This is an optimization exercise on Yosys and OpenROAD, whose aim is small area, not a production implementation.
Function was checked by simulation only, so behaviour that the tests miss may differ from the original.
Power is estimated from default activity; no workload was simulated.

==> job 3561 <==
==> flow/design.v (excerpt) <==
module current_filter (pClk, pRst, pFilterIn, pFilterOut);
  input         pClk;
  input         pRst;
  input  [15:0] pFilterIn;
  output [15:0] pFilterOut;
  reg [15:0] r1;
  reg [15:0] r2;
  reg [15:0] r3;
  reg [15:0] r4;
  reg [15:0] r5;
  reg [15:0] r6;
  reg [15:0] r7;
  reg [15:0] r8;
  reg [15:0] r9;
  reg [15:0] r10;
  reg [15:0] r11;
  reg [15:0] r12;
  reg [15:0] r13;
  reg [15:0] r14;
  reg [15:0] r15;
  reg [15:0] r16;
  reg [15:0] r17;
  reg [15:0] r18;
  reg [15:0] r19;
  reg [15:0] r20;
  reg [15:0] r21;
  reg [15:0] r22;
  reg [15:0] r23;
  wire s1, c2;
  wire s3, c4;
  wire s5, c6;
  wire s7, c8;
  wire s9, c10;
  wire s11, c12;
  wire s13, c14;
  wire s15, c16;
  wire s17, c18;
  wire s19, c20;
  wire s21, c22;
  wire s23, c24;
  wire s25, c26;
  wire s27, c28;
  wire s29, c30;
  wire s31, c32;
  wire s33, c34;
  wire s35, c36;
  wire s37, c38;
  wire s39, c40;
  wire s41, c42;
  wire s43, c44;
  wire s45, c46;
  wire s47, c48;
  wire s49, c50;
  wire s51, c52;
  wire s53, c54;
  wire s55, c56;
  wire s57, c58;
  wire s59, c60;
  wire s61, c62;
  wire s63, c64;
  wire s65, c66;
  wire s67, c68;
  wire s69, c70;
  wire s71, c72;
  wire s73, c74;
  wire s75, c76;
  wire s77, c78;
  wire s79, c80;
  wire s81, c82;
  wire s83, c84;
  wire s85, c86;
  wire s87, c88;
  wire s89, c90;
  wire s91, c92;
  wire s93, c94;
  wire s95, c96;
  wire s97, c98;
  wire s99, c100;
  wire s101, c102;
  wire s103, c104;
  wire s105, c106;
  wire s107, c108;
  wire s109, c110;
  wire s111, c112;
  wire s113, c114;
  wire s115, c116;
  wire s117, c118;
  wire s119, c120;
  wire s121, c122;
  wire s123, c124;
  wire s125, c126;
  wire s127, c128;
  wire s129, c130;
  wire s131, c132;
  wire s133, c134;
  wire s135, c136;
  wire s137, c138;
  wire s139, c140;
  wire s141, c142;
  wire s143, c144;
  wire s145, c146;
  wire s147, c148;
  wire s149, c150;
  wire s151, c152;
  wire s153, c154;
  wire s155, c156;
  wire s157, c158;
  wire s159, c160;
  wire s161, c162;
  wire s163, c164;
  wire s165, c166;
  wire s167, c168;
  wire s169, c170;
  wire s171, c172;
  ...
clock: 7.5 ns
lec_check: 0
cap_margin: 20
core_margin: 2
core_utilization: 80
cts_buf_list: sky130_fd_sc_hd__clkbuf_8
cts_cluster_diameter: 100
cts_cluster_size: 16
slew_margin: 20
synth_hierarchical: 1
standard.sh (not shown) runs the stock make flow with config.mk's settings and CLKGATE_MAP_FILE= SYNTH_SCRIPT=/design/flow/synth_recipe.tcl, a recipe that flattens the netlist after the stock synthesis.
==> flow/flow/run.sh <==
#!/bin/bash
# The standard layout (the standard.sh, all ORFS steps), with the port buffers that
# ORFS's buffer_ports inserts made of the smallest buffer cell instead of its default choice.
set -euo pipefail
bash standard.sh "BUFFER_PORTS_ARGS=-buffer_cell sky130_fd_sc_hd__buf_1" finish > standard.log 2>&1
==> job 2694 (differences from job 3561) <==
==> flow/run.sh (new file) <==
#!/bin/bash
# synth_recipe.tcl (not shown) runs the flow's synth.tcl, then flattens the netlist and writes it again
# the make line also repeats each setting of config.mk as NAME=value (left out here)
make -C /OpenROAD-flow-scripts/flow DESIGN_CONFIG=/design/flow/config.mk WORK_HOME=/design/flow/orfs CLKGATE_MAP_FILE= SYNTH_SCRIPT=/design/flow/synth_recipe.tcl finish
removed: flow/flow/run.sh
removed: flow/standard.sh
==> comparison table <==
| metric | job 2694 | job 3561 |
|---|---|---|
| Outcome | timing/DRC/antenna clean | timing/DRC/antenna clean |
| Register share of the cell area | 0.400 | 0.403 |
| Final Net Count | 2300 | 2302 |
| Worst-case setup slack after placement | 896 ps | 1220 ps |
| Startpoint of the tightest hold check path | r22[8]$_DFF_P_ | r15[10]$_DFF_P_ |
| Worst-Skew Late Latency | 600 ps | 580 ps |
| Internal power of the cells | 0.00735 W | 0.00731 W |
| Pin count of the biggest net entering global routing | 247 | 153 |
| Req. time, crit path | 7990 ps | 7960 ps |
| Clock transition time at the flip-flop clock pins of the worst setup and hold paths | 120 ps | 100 ps |
| Routing usage on met1 | 0.394 | 0.403 |
| Last weighted congestion value of the routability-driven placer | 0.849 | 0.901 |
| Transition at the pin with the smallest max-transition slack | 974 ps | 1090 ps |
| DP Area | 24300 um2 | 24100 um2 |
| Worst slew margin | 0.351 | 0.273 |
| Critical register-to-register path startpoint | wm[11]$_DFF_P_ | vm[11]$_DFF_P_ |
| Summed area of non-filler cells in the final layout | 24800 um2 | 24600 um2 |

---

==> tundra: inputs <==
current_filter, a different RTL version from the one above (not shown whole).
Design current_filter, start of the top module:
module current_filter (pClk, pRst, pFilterIn, pFilterOut);
  input         pClk;
  input         pRst;
  input  [15:0] pFilterIn;
  output [15:0] pFilterOut;
  reg [15:0] r1;
  reg [15:0] r2;
  reg [15:0] r3;
  reg [15:0] r4;
  reg [15:0] r5;
  reg [15:0] r6;
  reg [15:0] r7;
  reg [15:0] r8;
  reg [15:0] r9;
  reg [15:0] r10;
  reg [15:0] r11;
  reg [15:0] r12;
  reg [15:0] r13;
  reg [15:0] r14;
  reg [15:0] r15;
  reg [15:0] r16;
  reg [15:0] r17;
  reg [15:0] r18;
  reg [15:0] r19;
  reg [15:0] r20;
  reg [15:0] r21;
  wire s1, c2;
  wire s3, c4;
  wire s5, c6;
  wire s7, c8;
  wire s9, c10;
  wire s11, c12;
  wire s13, c14;
  wire s15, c16;
  wire s17, c18;
  wire s19, c20;
  wire s21, c22;
  wire s23, c24;
  wire s25, c26;
  wire s27, c28;
  wire s29, c30;
  wire s31, c32;
  wire s33, c34;
  wire s35, c36;
  wire s37, c38;
  wire s39, c40;
  wire s41, c42;
  wire s43, c44;
  wire s45, c46;
  wire s47, c48;
  wire s49, c50;
  wire s51, c52;
  wire s53, c54;
  wire s55, c56;
  wire s57, c58;
  wire s59, c60;
  wire s61, c62;
  wire s63, c64;
  wire s65, c66;
  wire s67, c68;
  wire s69, c70;
  wire s71, c72;
  wire s73, c74;
  wire s75, c76;
  wire s77, c78;
  wire s79, c80;
  wire s81, c82;
  wire s83, c84;
  wire s85, c86;
  wire s87, c88;
  wire s89, c90;
  wire s91, c92;
  wire s93, c94;
  wire s95, c96;
  wire s97, c98;
  wire s99, c100;
  wire s101, c102;
  wire s103, c104;
  wire s105, c106;
  wire s107, c108;
  wire s109, c110;
  wire s111, c112;
  wire s113, c114;
  wire s115, c116;
  wire s117, c118;
  wire s119, c120;
  wire s121, c122;
  wire s123, c124;
  wire s125, c126;
  wire s127, c128;
  wire s129, c130;
  wire s131, c132;
  wire s133, c134;
  wire s135, c136;
  ...
export LEC_CHECK = 0
export CAP_MARGIN = 20
export CORE_MARGIN = 2
export CORE_UTILIZATION = 80
export CTS_BUF_LIST = sky130_fd_sc_hd__clkbuf_8
export CTS_CLUSTER_DIAMETER = 100
export CTS_CLUSTER_SIZE = 16
export SLEW_MARGIN = 20
export SYNTH_HIERARCHICAL = 1
create_clock -name core_clock -period 7.5 [get_ports {pClk}]
==> flow/flow/run.sh <==
#!/bin/bash
# The standard layout (the standard.sh, all ORFS steps), with the port buffers that
# ORFS's buffer_ports inserts made of the smallest buffer cell instead of its default choice.
set -euo pipefail
bash standard.sh "BUFFER_PORTS_ARGS=-buffer_cell sky130_fd_sc_hd__buf_1" finish > standard.log 2>&1
==> juniper (differences from tundra) <==
==> flow/run.sh (new file) <==
#!/bin/bash
# synth_recipe.tcl (not shown) runs the flow's synth.tcl, then flattens the netlist and writes it again
# the make line also repeats each setting of config.mk as NAME=value (left out here)
make -C /OpenROAD-flow-scripts/flow DESIGN_CONFIG=/design/flow/config.mk WORK_HOME=/design/flow/orfs CLKGATE_MAP_FILE= SYNTH_SCRIPT=/design/flow/synth_recipe.tcl finish
removed: flow/flow/run.sh
removed: flow/standard.sh
==> results.txt <==
	juniper	tundra
Outcome	timing/DRC/antenna clean	timing/DRC/antenna clean
Reg power frac	26.8%	26.9%
Reg2Reg Setup Slack	1.37 ns	1.33 ns
Iteration count of the initial detailed-routing pass	6	4
Required time of the critical path	7.97 ns	7.99 ns
Final RePlAce weighted congestion	0.895	0.897
Launching element of the worst setup path	yv2[11]$_DFF_P_	yv2[10]$_DFF_P_
Share of cell area taken by flip-flops and latches	38.1%	38.4%
Final cell count without fillers	2062	2064
Met3 WL post-DR	1.71 mm	1.47 mm
Largest net degree at the start of global routing	102	115
WL per Instance	20.7 um	20.7 um
Arrival @ worst endpoint	6.60 ns	6.66 ns
Wire length of the first global-routing pass	71.3 mm	71.5 mm
Cells after DPL	2025	2026
Clock network area share	2.07%	2.10%
Internal cell power	6.99 mW	6.94 mW
Worst hold slack	0.375 ns	0.359 ns
Worst relative slew slack	42.0%	28.4%
Met3 global-route usage	4.48%	4.00%
Via count	11300	11400
Switching part of the total power	39.5%	40.0%
Drt via density	5.48	5.50

---

==> inputs of 03-27 <==
Another version of the RTL of current_filter (not shown whole).
Settings: LEC_CHECK=0, CAP_MARGIN=20, CORE_MARGIN=2, CORE_UTILIZATION=80, CTS_BUF_LIST=sky130_fd_sc_hd__clkbuf_8, CTS_CLUSTER_DIAMETER=100, CTS_CLUSTER_SIZE=16, SLEW_MARGIN=20, SYNTH_HIERARCHICAL=1; clock period 7.5 ns.
==> flow/flow/run.sh <==
#!/bin/bash
# The standard layout (the standard.sh, all ORFS steps), with the port buffers that
# ORFS's buffer_ports inserts made of the smallest buffer cell instead of its default choice.
set -euo pipefail
bash standard.sh "BUFFER_PORTS_ARGS=-buffer_cell sky130_fd_sc_hd__buf_1" finish > standard.log 2>&1
==> inputs of 08-07, as changes to 03-27 <==
--- a/flow/config.mk
+++ b/flow/config.mk
@@ -7,7 +7,7 @@
 export LEC_CHECK = 0
 export CAP_MARGIN = 20
 export CORE_MARGIN = 2
-export CORE_UTILIZATION = 80
+export CORE_UTILIZATION = 84
 export CTS_BUF_LIST = sky130_fd_sc_hd__clkbuf_8
 export CTS_CLUSTER_DIAMETER = 100
 export CTS_CLUSTER_SIZE = 16
==> qor summary <==
|  | 08-07 | 03-27 |
|---|---|---|
| Result of the run | timing/DRC/antenna clean | timing/DRC/antenna clean |
| Worst Clk Skew | 0.0373 ns | 0.0362 ns |
| GRT Util Overall | 36.2% | 31.5% |
| Count of cell instances traversed by the critical path | 18 | 17 |
| Combinational logic power | 0.00771 W | 0.00732 W |
| Fraction of layout instances using a drive strength above 1 | 7.46% | 7.62% |
| Seq area share | 38.6% | 38.5% |
| Clock tree buffer count of the final layout | 36 | 35 |
| Worst reg2reg endpoint | s[16] | s[31] |
| Area Growth Syn to Fin | 3.99% | 4.37% |
| Area of the core region | 0.0270 sq mm | 0.0285 sq mm |
| Largest incremental delay on the critical path | 0.58 ns | 0.60 ns |
| Min cycle time layout | 6.19 ns | 6.10 ns |
| Wirelength per Cell | 23.3 um | 20.7 um |
| Vias | 11700 | 11300 |
| Global-route track usage on met2 | 63.9% | 55.4% |

[afterwards: timing with drivers on the ports]
In the flow no input, the clock included, has a driving cell. The finished layouts below were timed again as built, in two steps. Step 1, drivers: a clkbuf_16 drives pClk and a buf_2 each remaining input, both assumed. Step 2 times the ports against the registers' clock, not the clock port: input delays grow and output delays shrink by t, the midpoint of the rising clock arrivals with the driver on. Three values: ideal ports, drivers, drivers and shift; two values: the first two.
run | shift t [ns] | slack for setup (ns) | hold WS [ns] | clock arrival spread, ns | worst slew at a driven data input, ns
job 3561 | 0.621 | 1.314 / 1.314 / 1.244 | 0.373 / 0.373 / 0.373 | 0.029 / 0.029 | 0.06
job 2694 | 0.629 | 1.298 / 1.298 / 0.920 | 0.355 / 0.355 / 0.355 | 0.051 / 0.052 | 0.06
tundra | 0.624 | 1.328 / 1.328 / 1.328 | 0.359 / 0.359 / 0.359 | 0.047 / 0.046 | 0.04
juniper | 0.591 | 1.372 / 1.372 / 1.153 | 0.375 / 0.375 / 0.375 | 0.033 / 0.033 | 0.04
03-27 | 0.621 | 1.396 / 1.396 / 1.350 | 0.367 / 0.367 / 0.367 | 0.036 / 0.037 | 0.05
08-07 | 0.595 | 1.309 / 1.309 / 1.309 | 0.365 / 0.365 / 0.365 | 0.038 / 0.038 | 0.04
After both steps setup and hold are still met in every run listed. For job 2694, which loses most, drivers alone change the setup slack by 0.000 ns; drivers and shift together by -0.378 ns.
